Source: an optimization exercise on an open RTL-to-GDS flow (aim: small area and a short achievable clock period). Production flows keep margins and buffers that such runs may drop. Only simulation tests tie the RTL to the original design; equivalence was not proved. The clock port is modelled as an ideal driver, which makes a skipped or thinned clock tree look cheaper than it is; a real chip needs a root buffer or a tree. Power is estimated from default activity; no workload was simulated.

// SPI_TOP
module SPI_TOP(
    input clk,
	input rst,
	input ss_n,
	input MOSI, 
	output MISO
);
	wire [9:0] SLAVE_RAM;
	wire [7:0] RAM_SLAVE;
	wire tx_valid, rx_valid, rx_complete;
	SPI_Slave SPI_SLAVE 
	(
		.MOSI(MOSI),
		.MISO(MISO),
		.ss_n(ss_n),
		.clk(clk),
		.rst(rst),
		.rx_data(SLAVE_RAM),
		.rx_valid(rx_valid),
		.rx_complete(rx_complete),
		.tx_data(RAM_SLAVE),
		.tx_valid(tx_valid)
	);
	Single_Port_Asyn_RAM RAM
	(
		.clk(clk),
		.rst(rst),
		.din(SLAVE_RAM),
		.rx_valid(rx_valid),
		.rx_complete(rx_complete),
		.MOSI(MOSI),
		.dout(RAM_SLAVE),
		.tx_valid(tx_valid)
	);
endmodule
Size in the first run: ~5 I/O pins, about 48000 um^2 of cells after synthesis.
export LEC_CHECK = 0
export CAP_MARGIN = 30
export CORE_MARGIN = 2
export CORE_UTILIZATION = 70
export SETUP_SLACK_MARGIN = 3.8
export SLEW_MARGIN = 40
export SYNTH_HIERARCHICAL = 1
export SYNTH_MINIMUM_KEEP_SIZE = 0
create_clock -name core_clock -period 6.0 [get_ports {clk}]
standard.sh (not shown) runs the stock make flow with config.mk's settings and CLKGATE_MAP_FILE= SYNTH_SCRIPT=/design/flow/synth_recipe.tcl, a recipe that flattens the netlist after the stock synthesis.
==> flow/flow/run.sh <==
#!/bin/bash
# Layout flow: the standard ORFS flow (standard.sh), with these changes:
# - the flip-flop driving MISO's output buffer is moved next to that buffer
#   before detailed placement (flow/miso.tcl), so it does not drive a long wire;
# - ports get a buf_4 (resized later as needed) rather than the default pick;
set -euo pipefail
export PRE_DETAIL_PLACE_TCL="$PWD/flow/miso.tcl"
export POST_CTS_TCL="$PWD/flow/quad_ct.tcl"
export BUFFER_PORTS_ARGS="-buffer_cell sky130_fd_sc_hd__buf_4"
export CTS_ARGS="-sink_clustering_enable -repair_clock_nets -sink_clustering_size 32 -sink_clustering_max_diameter 80 -dont_use_dummy_load"
bash standard.sh synth > log_synth.txt 2>&1
bash standard.sh floorplan > log_floorplan.txt 2>&1
bash standard.sh place > log_place.txt 2>&1
bash standard.sh cts > log_cts.txt 2>&1
bash standard.sh route > log_route.txt 2>&1
bash standard.sh finish > log_finish.txt 2>&1
==> flow/flow/miso.tcl <==
# Place the flip-flop that drives the MISO port's buffer next to that buffer,
# which the flow has placed at the port. The flip-flop's other loads (its own
# hold loop) are moved onto the buffer's output, the same signal, and placed
# beside it, so the flip-flop drives the buffer alone; detailed placement then
# legalizes.
set block [ord::get_db_block]
set bt [$block findBTerm MISO]
set onet [$bt getNet]
set buf ""
foreach it [$onet getITerms] { if {[$it isOutputSignal]} { set buf [$it getInst] } }
if {$buf ne ""} {
  set ff ""; set qnet ""
  foreach it [$buf getITerms] {
    if {[$it isInputSignal]} {
      set qnet [$it getNet]
      foreach it2 [$qnet getITerms] { if {[$it2 isOutputSignal]} { set ff [$it2 getInst] } }
    }
  }
  if {$ff ne ""} {
    set loc [$buf getLocation]
    set fw [[$ff getMaster] getWidth]
    set x [expr {[lindex $loc 0] - $fw}]
    if {$x < 0} { set x [expr {[lindex $loc 0] + [[$buf getMaster] getWidth]}] }
    puts "miso.tcl: moving [$ff getName] from [$ff getLocation] to $x [lindex $loc 1] (buffer [$buf getName] at $loc)"
    $ff setLocation $x [lindex $loc 1]
    $ff setPlacementStatus PLACED
    set cx $x
    foreach it [$qnet getITerms] {
      set i [$it getInst]
      if {$i eq $ff || $i eq $buf || [$it isOutputSignal]} continue
      $it disconnect
      $it connect $onet
      set cx [expr {$cx - [[$i getMaster] getWidth]}]
      if {$cx < 0} { set cx [expr {[lindex $loc 0] + [[$buf getMaster] getWidth]}] }
      $i setLocation $cx [lindex $loc 1]
      $i setPlacementStatus PLACED
      puts "miso.tcl: [$i getName]/[[$it getMTerm] getName] now reads the buffer's output, placed beside it"
    }
  }
}
Other scripts of this flow, unchanged in this note and not shown: flow/flow/quad_ct.tcl
Next try:
==> flow/flow/miso.tcl (replaced) <==
# Place the flip-flop that drives the MISO port's buffer next to that buffer,
# which the flow has placed at the port; detailed placement then legalizes it.
set block [ord::get_db_block]
set bt [$block findBTerm MISO]
set onet [$bt getNet]
set buf ""
foreach it [$onet getITerms] { if {[$it isOutputSignal]} { set buf [$it getInst] } }
if {$buf ne ""} {
  set ff ""
  foreach it [$buf getITerms] {
    if {[$it isInputSignal]} {
      foreach it2 [[$it getNet] getITerms] { if {[$it2 isOutputSignal]} { set ff [$it2 getInst] } }
    }
  }
  if {$ff ne ""} {
    set loc [$buf getLocation]
    set fw [[$ff getMaster] getWidth]
    set x [expr {[lindex $loc 0] - $fw}]
    if {$x < 0} { set x [expr {[lindex $loc 0] + [[$buf getMaster] getWidth]}] }
    puts "miso.tcl: moving [$ff getName] from [$ff getLocation] to $x [lindex $loc 1] (buffer [$buf getName] at $loc)"
    $ff setLocation $x [lindex $loc 1]
    $ff setPlacementStatus PLACED
  }
}
Settings changed: CORE_UTILIZATION 70 to 60.
Outcome: The new run ran to the end with no violations. Via count is lower by 1.5%. Design area is higher by 0.49%. Sequential share of layout area is lower by 0.42 points.
Next try:
--- a/flow/flow/run.sh
+++ b/flow/flow/run.sh
@@ -4,3 +4,2 @@
 #   before detailed placement (flow/miso.tcl), so it does not drive a long wire;
-# - ports get a buf_4 (resized later as needed) rather than the default pick;
 set -euo pipefail
Settings changed: CORE_UTILIZATION 60 to 65.
Clock power fell by about 0.7%.
Hold slack improves by 0.021 ns.
Via count goes up by 1.6%.
First-iteration DRC count went up by 43%.
Synthesized area is unchanged.
Wire length went up by about 2.2%.
Next try:
--- a/flow/flow/run.sh
+++ b/flow/flow/run.sh
@@ -4,2 +4,3 @@
 #   before detailed placement (flow/miso.tcl), so it does not drive a long wire;
+# - ports get a buf_4 (resized later as needed) rather than the default pick;
 set -euo pipefail
--- a/flow/flow/miso.tcl
+++ b/flow/flow/miso.tcl
@@ -1,3 +1,5 @@
 # Place the flip-flop that drives the MISO port's buffer next to that buffer,
-# which the flow has placed at the port; detailed placement then legalizes it.
+# which the flow has placed at the port. The flip-flop's other loads (its own
+# hold loop) are moved onto the buffer's output, the same signal, so the
+# flip-flop drives the buffer alone; detailed placement then legalizes.
 set block [ord::get_db_block]
@@ -8,6 +10,7 @@
 if {$buf ne ""} {
-  set ff ""
+  set ff ""; set qnet ""
   foreach it [$buf getITerms] {
     if {[$it isInputSignal]} {
-      foreach it2 [[$it getNet] getITerms] { if {[$it2 isOutputSignal]} { set ff [$it2 getInst] } }
+      set qnet [$it getNet]
+      foreach it2 [$qnet getITerms] { if {[$it2 isOutputSignal]} { set ff [$it2 getInst] } }
     }
@@ -22,2 +25,11 @@
     $ff setPlacementStatus PLACED
+    set moved 0
+    foreach it [$qnet getITerms] {
+      set i [$it getInst]
+      if {$i eq $ff || $i eq $buf || [$it isOutputSignal]} continue
+      $it disconnect
+      $it connect $onet
+      incr moved
+      puts "miso.tcl: [$i getName]/[[$it getMTerm] getName] now reads the buffer's output"
+    }
   }
Settings changed: CORE_UTILIZATION 65 to 70.
Worst setup slack gains 0.043 ns.
Clock skew went up by 0.041 ns.
Synthesized cell count is unchanged.
Power is about the same.
Next try:
--- a/flow/flow/run.sh
+++ b/flow/flow/run.sh
@@ -4,3 +4,2 @@
 #   before detailed placement (flow/miso.tcl), so it does not drive a long wire;
-# - ports get a buf_4 (resized later as needed) rather than the default pick;
 set -euo pipefail
@@ -8,3 +7,2 @@
 export POST_CTS_TCL="$PWD/flow/quad_ct.tcl"
-export BUFFER_PORTS_ARGS="-buffer_cell sky130_fd_sc_hd__buf_4"
 export CTS_ARGS="-sink_clustering_enable -repair_clock_nets -sink_clustering_size 32 -sink_clustering_max_diameter 80 -dont_use_dummy_load"
==> flow/flow/miso.tcl (replaced) <==
# Place the flip-flop that drives the MISO port's buffer next to that buffer,
# which the flow has placed at the port; detailed placement then legalizes it.
set block [ord::get_db_block]
set bt [$block findBTerm MISO]
set onet [$bt getNet]
set buf ""
foreach it [$onet getITerms] { if {[$it isOutputSignal]} { set buf [$it getInst] } }
if {$buf ne ""} {
  set ff ""
  foreach it [$buf getITerms] {
    if {[$it isInputSignal]} {
      foreach it2 [[$it getNet] getITerms] { if {[$it2 isOutputSignal]} { set ff [$it2 getInst] } }
    }
  }
  if {$ff ne ""} {
    set loc [$buf getLocation]
    set fw [[$ff getMaster] getWidth]
    set x [expr {[lindex $loc 0] - $fw}]
    if {$x < 0} { set x [expr {[lindex $loc 0] + [[$buf getMaster] getWidth]}] }
    puts "miso.tcl: moving [$ff getName] from [$ff getLocation] to $x [lindex $loc 1] (buffer [$buf getName] at $loc)"
    $ff setLocation $x [lindex $loc 1]
    $ff setPlacementStatus PLACED
  }
}
Settings changed: CORE_UTILIZATION 70 to 65.
Result: Final cell count rose by 2.0%. Cell area stays flat. Setup slack loses 0.019 ns. Synthesized area is unchanged. Synthesized cell count does not change. Register-to-register slack loses 0.08 ns. Fmax fell by 0.85%. Total power barely changes.
Next try:
--- a/flow/flow/run.sh
+++ b/flow/flow/run.sh
@@ -7,2 +7,3 @@
 export POST_CTS_TCL="$PWD/flow/quad_ct.tcl"
+export BUFFER_PORTS_ARGS="-buffer_cell sky130_fd_sc_hd__buf_4"
 export CTS_ARGS="-sink_clustering_enable -repair_clock_nets -sink_clustering_size 32 -sink_clustering_max_diameter 80 -dont_use_dummy_load"
==> flow/flow/miso.tcl (replaced) <==
# Place the flip-flop that drives the MISO port's buffer next to that buffer,
# which the flow has placed at the port, together with the gates of its hold
# loop (the other loads of its output and the gate driving its input), so its
# output drives only short wires; detailed placement then legalizes them.
set block [ord::get_db_block]
set bt [$block findBTerm MISO]
set onet [$bt getNet]
set buf ""
foreach it [$onet getITerms] { if {[$it isOutputSignal]} { set buf [$it getInst] } }
proc place_near {inst x y} {
  puts "miso.tcl: moving [$inst getName] ([[$inst getMaster] getName]) from [$inst getLocation] to $x $y"
  $inst setLocation $x $y
  $inst setPlacementStatus PLACED
}
if {$buf ne ""} {
  set ff ""; set qnet ""
  foreach it [$buf getITerms] {
    if {[$it isInputSignal]} {
      set qnet [$it getNet]
      foreach it2 [$qnet getITerms] { if {[$it2 isOutputSignal]} { set ff [$it2 getInst] } }
    }
  }
  if {$ff ne ""} {
    set loc [$buf getLocation]
    set bx [lindex $loc 0]; set by [lindex $loc 1]
    set fw [[$ff getMaster] getWidth]
    set x [expr {$bx - $fw}]
    set dir -1
    if {$x < 0} { set x [expr {$bx + [[$buf getMaster] getWidth]}]; set dir 1 }
    place_near $ff $x $by
    # keep it the smallest drive, which is the fastest at this light load
    $ff swapMaster [[ord::get_db] findMaster sky130_fd_sc_hd__dfrtp_1]
    $ff setDoNotTouch 1
    # the hold loop's gates, placed beside the flip-flop
    set near {}
    foreach it [$qnet getITerms] {
      set i [$it getInst]
      if {$i ne $ff && $i ne $buf && ![$it isOutputSignal]} { lappend near $i }
    }
    foreach it [$ff getITerms] {
      if {[[$it getMTerm] getName] eq "D" && [$it getNet] ne "NULL"} {
        foreach it2 [[$it getNet] getITerms] { if {[$it2 isOutputSignal]} { lappend near [$it2 getInst] } }
      }
    }
    set cx $x
    foreach i [lsort -unique $near] {
      if {$dir < 0} { set cx [expr {$cx - [[$i getMaster] getWidth]}]; place_near $i $cx $by } else { place_near $i [expr {$cx + $fw}] $by; set cx [expr {$cx + [[$i getMaster] getWidth]}] }
    }
  }
}
This time the run ended with an error in clock tree synthesis (4_1_cts), error ODB-0370. Synthesized cell count is unchanged. Synthesized area does not change.

---

Another version of the RTL of SPI_TOP (not shown whole).
Size: about 2100 flip-flops, roughly 0.048 mm^2 of cells after synthesis.
clock: 6.0 ns
lec_check: 0
cap_margin: 30
core_margin: 2
core_utilization: 65
setup_slack_margin: 3.8
slew_margin: 40
synth_hierarchical: 1
synth_minimum_keep_size: 0
==> flow/flow/run.sh <==
#!/bin/bash
# Layout flow: the standard ORFS flow (standard.sh), with these changes:
# - the flip-flop driving MISO's output buffer is moved next to that buffer
#   before detailed placement (flow/miso.tcl), so it does not drive a long wire;
# - ports get a buf_4 (resized later as needed) rather than the default pick;
# - clock tree synthesis with larger sink clusters and no dummy loads, after
#   which the tree's upper levels are replaced by four root buffers, each
#   driving the leaf buffers of a quarter of the die (flow/quad_ct.tcl);
# each tool's output goes to a log file of its own here.
set -euo pipefail
export PRE_DETAIL_PLACE_TCL="$PWD/flow/miso.tcl"
export POST_CTS_TCL="$PWD/flow/quad_ct.tcl"
export BUFFER_PORTS_ARGS="-buffer_cell sky130_fd_sc_hd__buf_4"
export CTS_ARGS="-sink_clustering_enable -repair_clock_nets -sink_clustering_size 32 -sink_clustering_max_diameter 80 -dont_use_dummy_load"
bash standard.sh synth > log_synth.txt 2>&1
bash standard.sh floorplan > log_floorplan.txt 2>&1
bash standard.sh place > log_place.txt 2>&1
bash standard.sh cts > log_cts.txt 2>&1
bash standard.sh route > log_route.txt 2>&1
bash standard.sh finish > log_finish.txt 2>&1
Other scripts of this flow, unchanged in this note and not shown: flow/flow/miso.tcl, flow/flow/quad_ct.tcl
The starting point completed with no timing, DRC or antenna violations.
Rerun with:
--- a/flow/config.mk
+++ b/flow/config.mk
@@ -10 +10 @@
-export CORE_UTILIZATION = 65
+export CORE_UTILIZATION = 50
Outcome: The new run completed with no timing, DRC or antenna violations. Worst hold slack improves by 0.037 ns. Core utilization is lower by 16 points. Global-route usage is lower by 4.7 points. Total power is higher slightly. Sequential cell count stays the same. Via count is higher slightly. Final area is higher slightly.

---

delta:
Starting RTL as in the previous note.
Design SPI_TOP, start of the top module:
module SPI_TOP(
    input clk,
	input rst,
	input ss_n,
	input MOSI, 
	output MISO
);
export LEC_CHECK = 0
export CAP_MARGIN = 30
export CORE_MARGIN = 2
export CORE_UTILIZATION = 65
export SETUP_SLACK_MARGIN = 3.8
export SLEW_MARGIN = 40
export SYNTH_HIERARCHICAL = 1
export SYNTH_MINIMUM_KEEP_SIZE = 0
create_clock -name core_clock -period 6.0 [get_ports {clk}]
==> flow/flow/run.sh <==
#!/bin/bash
# Layout flow: the standard ORFS flow (standard.sh), with these changes:
# - the flip-flop driving MISO's output buffer is moved next to that buffer
#   before detailed placement (flow/miso.tcl), so it does not drive a long wire;
# - clock tree synthesis with larger sink clusters and no dummy loads, after
#   which the tree's upper levels are replaced by four root buffers, each
#   driving the leaf buffers of a quarter of the die (flow/quad_ct.tcl);
# each tool's output goes to a log file of its own here.
set -euo pipefail
export PRE_DETAIL_PLACE_TCL="$PWD/flow/miso.tcl"
export POST_CTS_TCL="$PWD/flow/quad_ct.tcl"
export CTS_ARGS="-sink_clustering_enable -repair_clock_nets -sink_clustering_size 32 -sink_clustering_max_diameter 80 -dont_use_dummy_load"
bash standard.sh synth > log_synth.txt 2>&1
bash standard.sh floorplan > log_floorplan.txt 2>&1
bash standard.sh place > log_place.txt 2>&1
bash standard.sh cts > log_cts.txt 2>&1
bash standard.sh route > log_route.txt 2>&1
bash standard.sh finish > log_finish.txt 2>&1
Other scripts of this flow, unchanged in this note and not shown: flow/flow/miso.tcl, flow/flow/quad_ct.tcl
Input-level comparison between beta and delta:
diff --git a/flow/flow/run.sh b/flow/flow/run.sh
--- a/flow/flow/run.sh
+++ b/flow/flow/run.sh
@@ -7 +7,2 @@
-#   driving the leaf buffers of a quarter of the die (flow/quad_ct.tcl);
+#   driving the leaf buffers of a quarter of the die, with buf_16 roots and
+#   buf_12 leaves (flow/quad_ct.tcl);
@@ -11,0 +13 @@
+export BUFFER_PORTS_ARGS="-buffer_cell sky130_fd_sc_hd__buf_4"
Notes after the runs:
- Having completed the whole flow, beta delivered a layout that passed the timing, design-rule and antenna checks.
- Diff delta..beta | relative contribution of sequential cells to total power | negligible
- On slack of the critical path: between delta and beta, it ends up higher for delta.
- For the final routed wirelength across all metal layers, beta came in 980 microns lower than delta did.
- The final reports for beta and delta show average routed wire per standard cell lower in the former.
- Status: instance area after placement parity (delta, beta)
- beta and delta ended up with roughly the same sum of internal, switching and leakage power.

[separate check: timing with driven ports]
Ports are ideal in the flow. The routed layouts listed here were re-timed in OpenROAD.
Step 1 (the two cells are an assumption about what drives the block):
set clk [get_ports {clk}]
set_driving_cell -lib_cell sky130_fd_sc_hd__clkbuf_16 $clk
set_driving_cell -lib_cell sky130_fd_sc_hd__buf_2 [delete_from_list [all_inputs] $clk]
Step 2 also shifts input and output timing later by t, the mid clock arrival at the registers, as if the neighbouring blocks saw the same clock.
Slacks: ideal ports / drivers / drivers and shift; pairs: ideal ports / drivers.
run	t, ns	setup slack, ns	worst setup path at the end	worst slew at a driven data input, ns
the first run of note 1	0.602	3.861 / 3.709 / 3.724	input to register	0.06
the second run of note 1	0.607	3.773 / 3.624 / 3.975	register to register	0.09
the third run of note 1	0.613	3.797 / 3.643 / 3.842	input to register	0.07
the fourth run of note 1	0.607	3.841 / 3.684 / 3.797	input to register	0.07
the fifth run of note 1	0.605	3.822 / 3.668 / 3.385	input to register	0.04
the first run of note 2	0.605	3.772 / 3.636 / 3.845	register to register	0.10
the second run of note 2	0.641	3.716 / 3.577 / 3.856	register to register	0.09
delta	0.606	3.842 / 3.685 / 3.772	input to register	0.05
beta	0.579	3.809 / 3.660 / 3.850	register to register	0.11
After both steps setup and hold are still met in every run listed. For the fifth run of note 1, which loses most, drivers alone change the setup slack by -0.154 ns; drivers and shift together by -0.437 ns.
